Context: an optimization exercise on an open-source flow, tuned for small area. The choices shown serve that exercise and are no tape-out recipe.
The RTL was checked by simulation tests, not by an equivalence proof against the original design.
Power figures rest on the tool's default switching activity, not on a simulated workload.

== raven ==
==> flow/design.v <==
module jpc_regfile (
    input  wire                          clk,
    input  wire                          rst,
    input  wire                          r1_idx_op_I,
    input  wire [4:0]                    r1_idx_I,
    input  wire                          r1_idx_valid_I,
    output wire                          r1_idx_ready_O,
    input  wire                          r1_rdata_ready_I,
    output wire [32-1:0] r1_rdata_O,
    output wire                          r1_rdata_valid_O,
    output wire                          r1_wdata_ready_O,
    input  wire [32-1:0] r1_wdata_I,
    input  wire                          r1_wdata_valid_I
);
    localparam W = 32;
    reg rdy, pr, pw, rv;
    wire acc     = rdy & r1_idx_valid_I;
    wire rd_fire = ((acc & ~r1_idx_op_I) | pr) & r1_rdata_ready_I;
    wire wr_fire = ((acc &  r1_idx_op_I) | pw) & r1_wdata_valid_I;
    always @(posedge clk or posedge rst) begin
        if (rst) begin
            rdy <= 1'b1;
            pr  <= 1'b0;
            pw  <= 1'b0;
            rv  <= 1'b0;
        end else begin
            rdy <= (rdy & ~r1_idx_valid_I) | (~rdy & ~pr & ~pw);
            pr  <= ((acc & ~r1_idx_op_I) | pr) & ~r1_rdata_ready_I;
            pw  <= ((acc &  r1_idx_op_I) | pw) & ~r1_wdata_valid_I;
            rv  <= rd_fire;
        end
    end
    assign r1_idx_ready_O   = rdy;
    assign r1_rdata_valid_O = rv;
    assign r1_wdata_ready_O = 1'b1;
    reg [4:0] tc;        
    always @(posedge clk or posedge rst) begin
        if (rst)               tc <= 5'd0;
        else if (tc == 5'd30)  tc <= 5'd0;
        else                   tc <= tc + 5'd1;
    end
    wire [5:0] psum  = r1_idx_I + tc;
    wire [5:0] psum1 = r1_idx_I + tc + 6'd1;
    wire [4:0] pos_next = psum1[5] ? psum1[4:0] : psum[4:0];
    wire       wr_reg = wr_fire & (r1_idx_I != 5'd0);   
    wire [4:0] pos1 = (pos_next == 5'd30) ? 5'd0 : pos_next + 5'd1;
    reg        ins1;       
    reg        ins2a;      
    reg        ins2;       
    reg  [3:0] ins_k;      
    reg        ins_pol;    
    always @(posedge clk or posedge rst) begin
        if (rst) begin
            ins1  <= 1'b0;
            ins2a <= 1'b0;
            ins2  <= 1'b0;
        end else begin
            ins1  <= wr_reg & ~pos1[0];
            ins2a <= wr_reg &  pos1[0];
            ins2  <= ins2a;
        end
    end
    always @(posedge clk) begin
        if (wr_reg) begin
            ins_k   <= pos1[0] ? pos1[4:1] + 4'd1 : pos1[4:1];
            ins_pol <= ~pos1[1];    
        end
    end
    wire         done = ~rdy & ~pr & ~pw;
    reg  [W-1:0] wbuf;
    wire [W-1:0] wbuf_nxt;
    jpc_regfile_ldrow #(.W(W)) u_wbuf (
        .q(wbuf), .ld(~done), .keep(done), .col(~r1_wdata_I), .d(wbuf_nxt));
    always @(posedge clk) wbuf <= wbuf_nxt;
    wire         wany = ins1 | ins2;
    wire [W-1:0] col  = wbuf ^ {W{ins_pol}};
    reg  [W-1:0] ring [0:30];
    wire [15:0]  ld;
    wire [15:0]  keep;
    genvar p;
    generate
        for (p = 0; p < 31; p = p + 1) begin : g_pos
            if (p % 2 == 1) begin : g_copy
                always @(posedge clk)
                    ring[p] <= ring[p-1];
            end else begin : g_load
                assign ld[p/2]   = wany & (ins_k == p/2);
                assign keep[p/2] = ~ld[p/2];
                wire [W-1:0] nxt;
                jpc_regfile_ldrow #(.W(W)) u_ld (
                    .q(ring[(p + 30) % 31]), .ld(ld[p/2]), .keep(keep[p/2]),
                    .col(col), .d(nxt));
                always @(posedge clk)
                    ring[p] <= nxt;
            end
        end
    endgenerate
    reg  [31:1] valid;
    genvar i;
    generate
        for (i = 1; i < 32; i = i + 1) begin : g_valid
            always @(posedge clk or posedge rst) begin
                if (rst)                              valid[i] <= 1'b0;
                else if (wr_fire && r1_idx_I == i)    valid[i] <= 1'b1;
            end
        end
    endgenerate
    reg  [4:0]  rpos;      
    reg         rvalid;    
    always @(posedge clk) begin
        rpos   <= pos_next;
        rvalid <= (r1_idx_I != 5'd0) & valid[r1_idx_I];
    end
    wire [30:0] sel;
    wire [W-1:0] rsel;
    generate
        for (p = 0; p < 31; p = p + 1) begin : g_sel
            assign sel[p] = rvalid & (rpos == p);
        end
        for (i = 0; i < W; i = i + 1) begin : g_rbit
            wire [30:0] col_bits;
            for (p = 0; p < 31; p = p + 1) begin : g_r
                assign col_bits[p] = ring[p][i];
            end
            jpc_regfile_rdbit u_rd (.d(col_bits), .sel(sel), .q(rsel[i]));
        end
    endgenerate
    assign r1_rdata_O = rsel ^ {W{rvalid & rpos[1]}};
endmodule
module jpc_regfile_ldrow #(parameter W = 32) (
    input  wire [W-1:0] q,
    input  wire         ld,
    input  wire         keep,
    input  wire [W-1:0] col,
    output wire [W-1:0] d
);
    assign d = ~((q | {W{ld}}) & (col | {W{keep}}));
endmodule
module jpc_regfile_rdbit (
    input  wire [30:0] d,
    input  wire [30:0] sel,
    output wire        q
);
    wire [10:0] t;
    genvar g;
    generate
        for (g = 0; g < 10; g = g + 1) begin : g_grp
            jpc_regfile_aoi3 u_aoi (
                .d(d[3*g+2:3*g]), .s(sel[3*g+2:3*g]), .y(t[g]));
        end
    endgenerate
    assign t[10] = ~(d[30] & sel[30]);
    assign q = ~(&t);
endmodule
module jpc_regfile_aoi3 (
    input  wire [2:0] d,
    input  wire [2:0] s,
    output wire       y
);
    assign y = ~|(d & s);
endmodule
Settings: LEC_CHECK=0, CAP_MARGIN=20, CORE_MARGIN=2, CORE_UTILIZATION=75, SLEW_MARGIN=20, SYNTH_HIERARCHICAL=1, SYNTH_MINIMUM_KEEP_SIZE=0; clock period 5.0 ns.
standard.sh (not shown) runs the stock make flow with config.mk's settings and CLKGATE_MAP_FILE= SYNTH_SCRIPT=/design/flow/synth_recipe.tcl, a recipe that flattens the netlist after the stock synthesis.
==> flow/flow/run.sh <==
#!/bin/bash
# Layout: the standard ORFS flow (standard.sh, unchanged synthesis), with a
# clock tree built without dummy loads from one buffer type, and the smallest
# buffer on every port. Full tool output goes to standard.log here; ORFS's own
# per-step logs stay under orfs/logs/.
set -euo pipefail
CTS="-sink_clustering_enable -repair_clock_nets -dont_use_dummy_load -buf_list sky130_fd_sc_hd__clkbuf_8 -sink_clustering_size 18 -sink_clustering_max_diameter 60"
bash standard.sh "CTS_ARGS=$CTS" "BUFFER_PORTS_ARGS=-buffer_cell sky130_fd_sc_hd__buf_1" finish > standard.log 2>&1
raven finished all stages; the layout is clean.
--- input diff raven..pepper ---
- swapping 75 for 60 in CORE_UTILIZATION
In terms of cell-internal power, raven and pepper differ only marginally. As far as proportion of power drawn by combinational gates is concerned, raven and pepper perform about the same. The total non-filler cell area in the finished layout of pepper exceeds that of raven by about 0.8%. Number of distinct library cell variants in the gate-level netlist after synthesis came out exactly the same in pepper and raven. For raven, the destination of the critical timing path was r1_rdata_O[10], unlike pepper, where it was r1_rdata_O[0]. Diff raven -> pepper: via count fell about 4%, combinational power saw little to no change. Register share of the cell area ended up 0.52 points lower on pepper than on raven. Wire length of the first global-routing pass ended up about 0.8% higher on pepper than on raven. Going from raven to pepper, adder-cell area share of the yosys netlist shows no meaningful change, delay of the slowest cell on the worst path shows an increase of 0.07 ns, total number of sequential cells shows no meaningful change.


## run 1
Another version of the RTL of jpc_regfile (not shown whole).
Size: ~1,100 flip-flops, about 78 I/O pins.
==> flow/config.mk <==
export PLATFORM = sky130hd
export DESIGN_NAME = jpc_regfile
export DESIGN_NICKNAME = jpc_regfile
export VERILOG_FILES = /design/flow/design.v
export SDC_FILE = /design/flow/constraint.sdc
export NUM_CORES = 4
export LEC_CHECK = 0
export CAP_MARGIN = 20
export CORE_MARGIN = 2
export CORE_UTILIZATION = 60
export SLEW_MARGIN = 20
export SYNTH_HIERARCHICAL = 1
export SYNTH_MINIMUM_KEEP_SIZE = 0
==> flow/constraint.sdc <==
create_clock -name core_clock -period 5.0 [get_ports {clk}]
set_input_delay 1.0000 -clock core_clock [delete_from_list [all_inputs] [get_ports {clk}]]
set_output_delay 1.0000 -clock core_clock [all_outputs]
set_load 0.01 [all_outputs]
==> flow/flow/run.sh <==
#!/bin/bash
# Layout: the standard ORFS flow (standard.sh, unchanged synthesis), with a
# clock tree built without dummy loads from one buffer type, and the smallest
# buffer on every port. Full tool output goes to standard.log here; ORFS's own
# per-step logs stay under orfs/logs/.
set -euo pipefail
CTS="-sink_clustering_enable -repair_clock_nets -dont_use_dummy_load -buf_list sky130_fd_sc_hd__clkbuf_8 -sink_clustering_size 20 -sink_clustering_max_diameter 60"
bash standard.sh "CTS_ARGS=$CTS" "BUFFER_PORTS_ARGS=-buffer_cell sky130_fd_sc_hd__buf_1" finish > standard.log 2>&1
Input changes introduced in run 2 (baseline for comparison: run 1):
--- a/flow/flow/run.sh
+++ b/flow/flow/run.sh
@@ -6,3 +6,3 @@
 set -euo pipefail
-CTS="-sink_clustering_enable -repair_clock_nets -dont_use_dummy_load -buf_list sky130_fd_sc_hd__clkbuf_8 -sink_clustering_size 20 -sink_clustering_max_diameter 60"
+CTS="-sink_clustering_enable -repair_clock_nets -dont_use_dummy_load -buf_list sky130_fd_sc_hd__clkbuf_8 -sink_clustering_size 18 -sink_clustering_max_diameter 60"
 bash standard.sh "CTS_ARGS=$CTS" "BUFFER_PORTS_ARGS=-buffer_cell sky130_fd_sc_hd__buf_1" finish > standard.log 2>&1
Results
- Run 2 vs. run 1: total power went up about 1.4%; final routed wirelength across all metal layers held.
- Worst hold slack, run 2 and run 1, lower one = run 1.
- Status: fraction of area in multi-input gates parity (run 1, run 2)
> inputs changed (run 2 -> run 3)
Settings: CORE_UTILIZATION changed from 60 to 40.
--- a/flow/flow/run.sh
+++ b/flow/flow/run.sh
@@ -6,3 +6,3 @@
 set -euo pipefail
-CTS="-sink_clustering_enable -repair_clock_nets -dont_use_dummy_load -buf_list sky130_fd_sc_hd__clkbuf_8 -sink_clustering_size 18 -sink_clustering_max_diameter 60"
+CTS="-sink_clustering_enable -repair_clock_nets -dont_use_dummy_load -buf_list sky130_fd_sc_hd__clkbuf_16 -sink_clustering_size 30 -sink_clustering_max_diameter 60"
 bash standard.sh "CTS_ARGS=$CTS" "BUFFER_PORTS_ARGS=-buffer_cell sky130_fd_sc_hd__buf_1" finish > standard.log 2>&1
Findings:
Global-route met3 utilization is higher on run 2
Comparing run 2 and run 3, the lower worst setup slack is on run 2.
Re met2 capacity usage during global routing: run 2 and run 3 aren't equal, and the higher value belongs to run 2.
When run 3 is measured against run 2, its switching power total turns out about 5% higher.
Setup slack of the most critical reg-to-reg path (run 3 over run 2): decrease, 60 ps
Run 2 was smaller in final cell area than run 3.
Relative to run 2, HPWL reported at the end of detailed placement increased by 9.2% in run 3.
Maximum fanout encountered on the critical timing path on run 3 is up relative to run 2.
Run 3 went all the way through synthesis, placement and routing and the layout is clean on timing, DRC and antenna.
Post-route clock period utilization is higher on run 2
| power density over the cells | higher: run 3 |
[inputs] run 4 vs run 3
Settings: CORE_UTILIZATION: 40 -> 60.
--- a/flow/flow/run.sh
+++ b/flow/flow/run.sh
@@ -6,3 +6,3 @@
 set -euo pipefail
-CTS="-sink_clustering_enable -repair_clock_nets -dont_use_dummy_load -buf_list sky130_fd_sc_hd__clkbuf_16 -sink_clustering_size 30 -sink_clustering_max_diameter 60"
+CTS="-sink_clustering_enable -repair_clock_nets -dont_use_dummy_load -buf_list sky130_fd_sc_hd__clkbuf_8 -sink_clustering_size 16 -sink_clustering_max_diameter 45"
 bash standard.sh "CTS_ARGS=$CTS" "BUFFER_PORTS_ARGS=-buffer_cell sky130_fd_sc_hd__buf_1" finish > standard.log 2>&1
Results
- Run 3 tops out at a higher clock frequency than run 4.
- Switching part of the total power (lower): run 3
- First-pass GRT wire length (run 4 over run 3): decrease, 5.6%
- For run 3, the source of the critical timing path was r1_idx_I[0], unlike run 4, where it was r1_idx_I[1].

[afterwards: timing with drivers on the ports]
The flow's constraints put no driver on any port. The routed layouts listed below were extracted and timed again, unchanged, in two steps. Step 1, drivers: a clkbuf_16 drives clk and a buf_2 each remaining input, both assumed. Step 2 times the ports against the registers' clock, not the clock port: input delays grow and output delays shrink by t, the midpoint of the rising clock arrivals with the driver on. Three values: ideal ports, drivers, drivers and shift; two values: the first two.
| run | t (ns) | setup WS [ns] | hold WS [ns] | worst setup path at the end | cell pins on the clock port's net |
|---|---|---|---|---|---|
| raven | 0.729 | 0.182 / 0.125 / 0.102 | 0.325 / 0.325 / 0.325 | input to register | 1 |
| pepper | 0.746 | 0.267 / 0.205 / 0.172 | 0.318 / 0.318 / 0.318 | input to register | 1 |
| run 1 | 0.792 | 1.542 / 1.574 / 0.782 | 0.314 / 0.281 / 0.451 | input to register | 1 |
| run 2 | 0.738 | 1.433 / 1.467 / 0.728 | 0.396 / 0.360 / 0.449 | input to register | 1 |
| run 3 | 0.696 | 1.460 / 1.500 / 0.804 | 0.407 / 0.358 / 0.443 | input to register | 1 |
| run 4 | 0.761 | 1.444 / 1.477 / 0.715 | 0.359 / 0.324 / 0.444 | input to register | 1 |
After both steps every run listed still meets setup and hold. For run 1, which loses most, drivers alone change the setup slack by +0.032 ns; drivers and shift together by -0.760 ns.
